This is an optimization exercise on Yosys and OpenROAD, whose aim is small area, not a production implementation. Where RTL was checked, it was by simulation tests only, not by an equivalence proof against the original.

==> 09-09: inputs <==
==> flow/design.v <==
module project(clk, reset, button1, button0, led5, led4, led3, led2, led1, led0, alarmon, what);
	input clk, reset, button1, button0;
	output [6:0] led5, led4, led3, led2, led1, led0, alarmon, what;
	function [6:0] seg10;
		input [3:0] d;
		begin
			seg10[0] = (~d[3] & ~d[2] & ~d[1] & d[0]) | (d[2] & ~d[1] & ~d[0]);
			seg10[1] = (d[2] & d[1] & ~d[0]) | (d[2] & ~d[1] & d[0]);
			seg10[2] = (~d[2] & d[1] & ~d[0]);
			seg10[3] = (d[2] & ~d[1] & ~d[0]) | (~d[3] & ~d[2] & ~d[1] & d[0]) | (d[2] & d[1] & d[0]);
			seg10[4] = (d[2] & ~d[1]) | (d[0]);
			seg10[5] = (~d[2] & d[1]) | (~d[3] & ~d[2] & d[0]) | (d[1] & d[0]);
			seg10[6] = (~d[3] & ~d[2] & ~d[1]) | (d[2] & d[1] & d[0]);
		end
	endfunction
	function [6:0] seg6;
		input [2:0] d;
		begin
			seg6[0] = (~d[2] & ~d[1] & d[0]) | (d[2] & ~d[0]);
			seg6[1] = (d[2] & d[0]);
			seg6[2] = (d[1] & ~d[0]);
			seg6[3] = (~d[2] & ~d[1] & d[0]) | (d[2] & ~d[0]);
			seg6[4] = ~((~d[2] & ~d[0]));
			seg6[5] = (~d[2] & d[0]) | (d[1]);
			seg6[6] = (~d[2] & ~d[1]);
		end
	endfunction
	function [6:0] seg6b;
		input [2:0] d;
		begin
			seg6b[0] = (~d[2] & ~d[1] & d[0]) | (d[2] & d[1]) | (d[2] & ~d[0]);
			seg6b[1] = (d[2] & d[0]);
			seg6b[2] = ~((~d[2] & d[0]) | (~d[1]));
			seg6b[3] = (~d[2] & ~d[1] & d[0]) | (d[2] & d[1]) | (d[2] & ~d[0]);
			seg6b[4] = ~((~d[2] & ~d[0]));
			seg6b[5] = (~d[2] & d[0]) | (d[1]);
			seg6b[6] = (~d[2] & ~d[1]) | (d[2] & d[1]);
		end
	endfunction
	function [3:0] n10;
		input [3:0] q;
		input en;
		n10 = q ^ {en & q[0] & (q[3] | q[1] & q[2]), en & q[0] & q[1], en & q[0] & ~q[3], en};
	endfunction
	function [2:0] n6;
		input [2:0] q;
		input en;
		n6 = q ^ {en & q[0] & (q[1] | q[2]), en & q[0] & ~q[2], en};
	endfunction
	function [4:0] n24;
		input [4:0] q;
		input en;
		reg c3;
		begin
			c3 = en & q[0] & q[1] & q[2];
			n24 = q ^ {c3 & (q[3] | q[4]), c3 & ~q[4], en & q[0] & q[1], en & q[0], en};
		end
	endfunction
	function [9:0] n1000;
		input [9:0] q;
		input en;
		reg [9:0] c;
		reg e;
		integer i;
		begin
			c[0] = en;
			for (i = 1; i < 10; i = i + 1) c[i] = c[i-1] & q[i-1];
			e = c[3] & q[9] & q[8] & q[7] & q[6] & q[5];
			n1000 = q ^ {c[9:5] | {5{e}}, c[4], c[3] & ~e, c[2:0]};
		end
	endfunction
	reg b0d0, b0d1, b1d0, b1d1;
	always @(posedge clk or negedge reset)
		if (!reset) begin b0d0 <= 0; b0d1 <= 0; b1d0 <= 0; b1d1 <= 0; end
		else begin b0d0 <= button0; b0d1 <= b0d0; b1d0 <= button1; b1d1 <= b1d0; end
	wire B0 = b0d1 & ~b0d0;
	wire B1 = b1d1 & ~b1d0;
	reg [3:0] state;
	wire ns0 = (~state[1] & ~state[0] & B0) | (state[1] & state[0] & B0) | (state[2] & state[0]) | (state[3] & ~state[1]) | (~state[1] & ~B0 & B1) | (state[0] & ~B0 & ~B1);
	wire ns1 = (state[1] & ~B0 & ~B1) | (~state[0] & ~B0 & B1) | (state[2] & state[1]) | (state[3] & state[1] & B0) | (~state[3] & ~state[2] & state[0] & B0);
	wire ns2 = (state[2] & state[1] & state[0] & ~B0) | (~state[3] & ~state[2] & state[1] & ~state[0] & ~B0 & B1) | (state[2] & ~state[0] & ~B1) | (~state[3] & ~state[2] & state[1] & state[0] & B0) | (state[2] & ~state[1] & ~B1) | (~state[3] & ~state[2] & ~state[1] & state[0] & ~B0 & B1);
	wire ns3 = (state[2] & state[1] & state[0] & B0) | (state[2] & ~state[0] & B1) | (state[2] & ~state[1] & B1) | (state[3] & ~state[0] & ~B1) | (state[3] & ~state[1] & ~B1) | (state[3] & ~B0 & ~B1);
	always @(posedge clk or negedge reset)
		if (!reset) state <= 4'd0;
		else state <= {ns3, ns2, ns1, ns0};
	wire set_clock = (~state[1] & state[0]);
	wire alarm_set = (state[1] & ~state[0]);
	wire stop = (state[1] & state[0]);
	wire hsub = (state[2] & ~state[1]) | (state[2] & ~state[0]);
	wire msub = (state[3] & ~state[1]) | (state[3] & ~state[0]);
	wire hc = (state[2] & ~state[1]);
	wire mc = (state[3] & ~state[1]);
	wire ha = (state[2] & ~state[0]);
	wire ma = (state[3] & ~state[0]);
	wire srun = (state[2] & state[1] & state[0]);
	wire spause = (state[3] & state[1] & state[0]);
	reg [9:0] div;
	reg [3:0] sec, min;
	reg [2:0] sec10, min10;
	reg [4:0] hour;
	wire run = ~set_clock;
	wire div_end = &{div[9:5], div[2:0]};
	wire tick = run & div_end;
	wire sec_end = sec[3] & sec[0];
	wire sec10_end = sec10[2] & sec10[0];
	wire min_end = min[3] & min[0];
	wire min10_end = min10[2] & min10[0];
	wire en_min = set_clock ? (B0 & mc) : (tick & sec_end & sec10_end);
	wire en_hour = set_clock ? (B0 & hc) : (en_min & min_end & min10_end);
	always @(posedge clk or negedge reset)
		if (!reset) begin div <= 0; sec <= 0; sec10 <= 0; min <= 0; min10 <= 0; hour <= 0; end
		else begin
			div <= n1000(div, run);
			sec <= n10(sec, tick);
			sec10 <= n6(sec10, tick & sec_end);
			min <= n10(min, en_min);
			min10 <= n6(min10, en_min & min_end);
			hour <= n24(hour, en_hour);
		end
	reg [3:0] amin;
	reg [2:0] amin10;
	reg [4:0] ahour;
	wire amin_end = amin[3] & amin[0];
	always @(posedge clk or negedge reset)
		if (!reset) begin amin <= 0; amin10 <= 0; ahour <= 0; end
		else begin
			amin <= n10(amin, B0 & ma);
			amin10 <= n6(amin10, B0 & ma & amin_end);
			ahour <= n24(ahour, B0 & ha);
		end
	reg [3:0] sdiv, sms, sms10, ssec, smin;
	reg [2:0] ssec10, smin10;
	wire sclr = ~(srun | (spause & ~B0));
	wire e0 = srun & sdiv[3] & sdiv[0];
	wire e1 = e0 & sms[3] & sms[0];
	wire e2 = e1 & sms10[3] & sms10[0];
	wire e3 = e2 & ssec[3] & ssec[0];
	wire e4 = e3 & ssec10[2] & ssec10[0];
	wire e5 = e4 & smin[3] & smin[0];
	always @(posedge clk)
		if (sclr) begin sdiv <= 0; sms <= 0; sms10 <= 0; ssec <= 0; ssec10 <= 0; smin <= 0; smin10 <= 0; end
		else begin
			sdiv <= n10(sdiv, 1'b1);
			sms <= n10(sms, e0);
			sms10 <= n10(sms10, e1);
			ssec <= n10(ssec, e2);
			ssec10 <= n6(ssec10, e3);
			smin <= n10(smin, e4);
			smin10 <= n6(smin10, e5);
		end
	wire [4:0] h = alarm_set ? ahour : hour;
	wire [3:0] h1;
	wire [2:0] h10;	 
	assign h1[0] = (h[0]);
	assign h1[1] = (h[3] & h[2] & ~h[1]) | (~h[4] & ~h[3] & h[1]) | (h[4] & ~h[2] & ~h[1]) | (h[4] & h[2] & h[1]);
	assign h1[2] = (~h[4] & ~h[3] & h[2]) | (h[4] & ~h[2] & ~h[1]) | (~h[4] & h[2] & h[1]);
	assign h1[3] = (h[4] & ~h[2] & h[1]) | (h[3] & ~h[2] & ~h[1]);
	assign h10[0] = (~h[4]) | (~h[2]);
	assign h10[1] = (~h[4] & ~h[3]) | (h[4] & h[2]) | (h[3] & ~h[2] & ~h[1]);
	assign h10[2] = (~h[4] & ~h[3]) | (~h[4] & ~h[2] & ~h[1]);
	wire [3:0] n0 = alarm_set ? 4'd0 : stop ? sms : sec;
	wire [3:0] n1 = alarm_set ? 4'd0 : stop ? sms10 : {1'b0, sec10};
	wire [3:0] n2 = alarm_set ? amin : stop ? ssec : min;
	wire [2:0] n3 = alarm_set ? amin10 : stop ? ssec10 : min10;
	wire [3:0] n4 = stop ? smin : h1;
	wire [2:0] n5 = stop ? smin10 : h10;
	assign led0 = seg10(n0);
	assign led1 = seg10(n1);
	assign led2 = seg10(n2);
	assign led3 = seg6(n3);
	assign led4 = seg10(n4);
	assign led5 = seg6b(n5);
	assign what = alarm_set ? 7'b000_1000 : 7'b111_1111;
	wire match = (ahour == hour) & (amin10 == min10) & (amin == min);
	assign alarmon = match ? 7'b000_1000 : 7'b111_1111;
endmodule
==> flow/flow/run.sh <==
#!/bin/bash
# Standard layout, with an area-oriented ABC script and no half-adder extraction in synthesis,
# single-drive buffers on the ports and a small clock tree.
set -euo pipefail
{ cat flow/overrides.tcl; cat synth_recipe.tcl; } > own_synth.tcl
export OWN_ABC_SCRIPT=$PWD/flow/area.abc
export BUFFER_PORTS_ARGS="-buffer_cell sky130_fd_sc_hd__buf_1"
export CTS_ARGS="-sink_clustering_enable -repair_clock_nets -root_buf sky130_fd_sc_hd__clkbuf_8 -buf_list sky130_fd_sc_hd__clkbuf_8 -sink_clustering_size 40 -sink_clustering_max_diameter 300 -dont_use_dummy_load"
bash standard.sh SYNTH_SCRIPT=$PWD/own_synth.tcl > standard_flow.log 2>&1
==> flow/flow/area.abc <==
strash
&get -n
&fraig -x
&put
scorr
dc2
strash
&get -n
&dch -f
&nf -R 1000
&put
topo
==> flow/flow/overrides.tcl <==
proc extract_fa {args} { puts "own flow: no adder extraction" }
proc abc {args} {
  set i [lsearch -exact $args -script]
  if {$i >= 0} { set args [lreplace $args $i [expr {$i + 1}] -script $::env(OWN_ABC_SCRIPT)] }
  yosys abc {*}$args
}
==> flow/standard.sh <==
#!/bin/bash
# synth_recipe.tcl (not shown) runs the flow's synth.tcl, then flattens the netlist and writes it again
# the make line also repeats each setting of config.mk as NAME=value (left out here)
make -C /OpenROAD-flow-scripts/flow DESIGN_CONFIG=/design/flow/config.mk WORK_HOME=/design/flow/orfs CLKGATE_MAP_FILE= SYNTH_SCRIPT=/design/flow/synth_recipe.tcl "${@:-finish}"
==> flow/config.mk <==
export PLATFORM = sky130hd
export DESIGN_NAME = project
export DESIGN_NICKNAME = project
export VERILOG_FILES = /design/flow/design.v
export SDC_FILE = /design/flow/constraint.sdc
export NUM_CORES = 4
export LEC_CHECK = 0
export CAP_MARGIN = 20
export CORE_MARGIN = 2
export CORE_UTILIZATION = 60
export SLEW_MARGIN = 20
==> flow/constraint.sdc <==
create_clock -name core_clock -period 10.0 [get_ports {clk}]
set_input_delay 2.0000 -clock core_clock [delete_from_list [all_inputs] [get_ports {clk}]]
set_output_delay 2.0000 -clock core_clock [all_outputs]
set_load 0.01 [all_outputs]
==> 09-05 (differences from 09-09) <==
--- a/flow/design.v
+++ b/flow/design.v
@@ -6,9 +6,9 @@
 		begin
 			seg10[0] = (~d[3] & ~d[2] & ~d[1] & d[0]) | (d[2] & ~d[1] & ~d[0]);
-			seg10[1] = (d[2] & d[1] & ~d[0]) | (d[2] & ~d[1] & d[0]);
+			seg10[1] = (d[2] & ~d[1] & d[0]) | (d[2] & d[1] & ~d[0]);
 			seg10[2] = (~d[2] & d[1] & ~d[0]);
-			seg10[3] = (d[2] & ~d[1] & ~d[0]) | (~d[3] & ~d[2] & ~d[1] & d[0]) | (d[2] & d[1] & d[0]);
-			seg10[4] = (d[2] & ~d[1]) | (d[0]);
-			seg10[5] = (~d[2] & d[1]) | (~d[3] & ~d[2] & d[0]) | (d[1] & d[0]);
+			seg10[3] = (~d[3] & ~d[2] & ~d[1] & d[0]) | (d[2] & ~d[1] & ~d[0]) | (d[2] & d[1] & d[0]);
+			seg10[4] = (d[0]) | (d[2] & ~d[1]);
+			seg10[5] = (~d[3] & ~d[2] & d[0]) | (~d[2] & d[1]) | (d[1] & d[0]);
 			seg10[6] = (~d[3] & ~d[2] & ~d[1]) | (d[2] & d[1] & d[0]);
 		end
@@ -29,8 +29,8 @@
 		input [2:0] d;
 		begin
-			seg6b[0] = (~d[2] & ~d[1] & d[0]) | (d[2] & d[1]) | (d[2] & ~d[0]);
+			seg6b[0] = (~d[2] & ~d[1] & d[0]) | (d[2] & ~d[0]) | (d[2] & d[1]);
 			seg6b[1] = (d[2] & d[0]);
-			seg6b[2] = ~((~d[2] & d[0]) | (~d[1]));
-			seg6b[3] = (~d[2] & ~d[1] & d[0]) | (d[2] & d[1]) | (d[2] & ~d[0]);
+			seg6b[2] = ~((~d[1]) | (~d[2] & d[0]));
+			seg6b[3] = (~d[2] & ~d[1] & d[0]) | (d[2] & ~d[0]) | (d[2] & d[1]);
 			seg6b[4] = ~((~d[2] & ~d[0]));
 			seg6b[5] = (~d[2] & d[0]) | (d[1]);
@@ -77,8 +77,8 @@
 	wire B1 = b1d1 & ~b1d0;
 	reg [3:0] state;
-	wire ns0 = (~state[1] & ~state[0] & B0) | (state[1] & state[0] & B0) | (state[2] & state[0]) | (state[3] & ~state[1]) | (~state[1] & ~B0 & B1) | (state[0] & ~B0 & ~B1);
-	wire ns1 = (state[1] & ~B0 & ~B1) | (~state[0] & ~B0 & B1) | (state[2] & state[1]) | (state[3] & state[1] & B0) | (~state[3] & ~state[2] & state[0] & B0);
-	wire ns2 = (state[2] & state[1] & state[0] & ~B0) | (~state[3] & ~state[2] & state[1] & ~state[0] & ~B0 & B1) | (state[2] & ~state[0] & ~B1) | (~state[3] & ~state[2] & state[1] & state[0] & B0) | (state[2] & ~state[1] & ~B1) | (~state[3] & ~state[2] & ~state[1] & state[0] & ~B0 & B1);
-	wire ns3 = (state[2] & state[1] & state[0] & B0) | (state[2] & ~state[0] & B1) | (state[2] & ~state[1] & B1) | (state[3] & ~state[0] & ~B1) | (state[3] & ~state[1] & ~B1) | (state[3] & ~B0 & ~B1);
+	wire ns0 = (~state[1] & ~state[0] & B0) | (state[1] & state[0] & B0) | (state[2] & state[0]) | (~state[1] & ~B0 & B1) | (state[0] & ~B0 & ~B1) | (state[3] & ~state[1]);
+	wire ns1 = (~state[0] & ~B0 & B1) | (~state[3] & ~state[2] & state[0] & B0) | (state[2] & state[1]) | (state[1] & ~B0 & ~B1) | (state[3] & state[1] & B0);
+	wire ns2 = (~state[3] & ~state[2] & ~state[1] & state[0] & ~B0 & B1) | (~state[3] & ~state[2] & state[1] & ~state[0] & ~B0 & B1) | (~state[3] & ~state[2] & state[1] & state[0] & B0) | (state[2] & ~state[1] & ~B1) | (state[2] & ~state[0] & ~B1) | (state[2] & state[1] & state[0] & ~B0);
+	wire ns3 = (state[3] & ~state[1] & ~B1) | (state[3] & ~state[0] & ~B1) | (state[3] & ~B0 & ~B1) | (state[2] & ~state[1] & B1) | (state[2] & ~state[0] & B1) | (state[2] & state[1] & state[0] & B0);
 	always @(posedge clk or negedge reset)
 		if (!reset) state <= 4'd0;
@@ -153,9 +153,9 @@
 	wire [2:0] h10;	 
 	assign h1[0] = (h[0]);
-	assign h1[1] = (h[3] & h[2] & ~h[1]) | (~h[4] & ~h[3] & h[1]) | (h[4] & ~h[2] & ~h[1]) | (h[4] & h[2] & h[1]);
+	assign h1[1] = (~h[4] & ~h[3] & h[1]) | (h[3] & h[2] & ~h[1]) | (h[4] & ~h[2] & ~h[1]) | (~h[3] & h[2] & h[1]);
 	assign h1[2] = (~h[4] & ~h[3] & h[2]) | (h[4] & ~h[2] & ~h[1]) | (~h[4] & h[2] & h[1]);
-	assign h1[3] = (h[4] & ~h[2] & h[1]) | (h[3] & ~h[2] & ~h[1]);
+	assign h1[3] = (h[3] & ~h[2] & ~h[1]) | (h[4] & ~h[2] & h[1]);
 	assign h10[0] = (~h[4]) | (~h[2]);
-	assign h10[1] = (~h[4] & ~h[3]) | (h[4] & h[2]) | (h[3] & ~h[2] & ~h[1]);
+	assign h10[1] = (~h[4] & ~h[3]) | (~h[4] & ~h[2] & ~h[1]) | (~h[3] & h[2]);
 	assign h10[2] = (~h[4] & ~h[3]) | (~h[4] & ~h[2] & ~h[1]);
 	wire [3:0] n0 = alarm_set ? 4'd0 : stop ? sms : sec;
==> flow_summary.toml <==
[global_routing]
top_usage_layer = "met2"
grtUsageMet2_pct = 37.3

[power_and_ir_drop]
power_mw = 1.18
power_density_nw_per_um2 = 280

[cells_and_area]
seq_share_pct = 41.4
clockNetworkAreaShare_pct = 2.94
buf_share_pct = 5.46

[die]
design.die.area_um2 = 7100
initial_utilization_pct = 61.6

[sta]
finalCritPeriodShare_pct = 64.6
tightest_slew_ps = 1090

[status]
outcome = "complete, no violations"

[routing]
drt_first_pass_iters = 6
met1Wirelength_um = 3990

[place]
routabilityCongestion = 0.910

[logic_synthesis]
ys_top_cells_by_area = "dfrtp_1 32%, dfxtp_1 13%, xnor2_1 5.4%"
# the run above: 09-09

==> flow_summary.toml <==
[routing]
met1Wirelength_um = 3930
drt_first_pass_iters = 5

[cts]
cts_buffer_depth = 2

[status]
outcome = "complete, no violations"

[power_and_ir_drop]
power_mw = 1.18
combPwrFrac_pct = 48.9

[global_routing]
grtUsageMet2_pct = 34.8
top_usage_layer = "met1"

[sta]
tightest_slew_ps = 863
finalCritPeriodShare_pct = 64.4

[cells_and_area]
seq_share_pct = 41.5
clockNetworkAreaShare_pct = 2.94
buf_share_pct = 5.65

[place]
routabilityCongestion = 0.826

[die]
design.die.area_um2 = 7080
# the run above: 09-05

No functional check of the RTL was part of 09-09.

## static timing again, ports no longer ideal
The results above use ideal ports. As a check the final layouts listed here were re-extracted and re-timed, cells and wires unchanged. Step 1 (the two cells are an assumption about what drives the block):
set clk [get_ports {clk}]
set_driving_cell -lib_cell sky130_fd_sc_hd__clkbuf_16 $clk
set_driving_cell -lib_cell sky130_fd_sc_hd__buf_2 [delete_from_list [all_inputs] $clk]
Step 2 adds t to the input delays and takes it off the output delays; t is the mean of the earliest and latest rising clock arrival at the registers after step 1. Input paths then give back, and output paths get back, about the clock's delay inside the block. a / b / c = ideal ports / drivers / drivers and shift; a / b = the first two.
run | t (ns) | setup WS [ns] | hold slack, ns | pins driven straight from the clock port
09-09 | 0.375 | 3.539 / 3.508 / 3.883 | 0.379 / 0.379 / 0.379 | 1
09-05 | 0.375 | 3.561 / 3.529 / 3.904 | 0.376 / 0.376 / 0.376 | 1
After both steps every run listed still meets setup and hold.
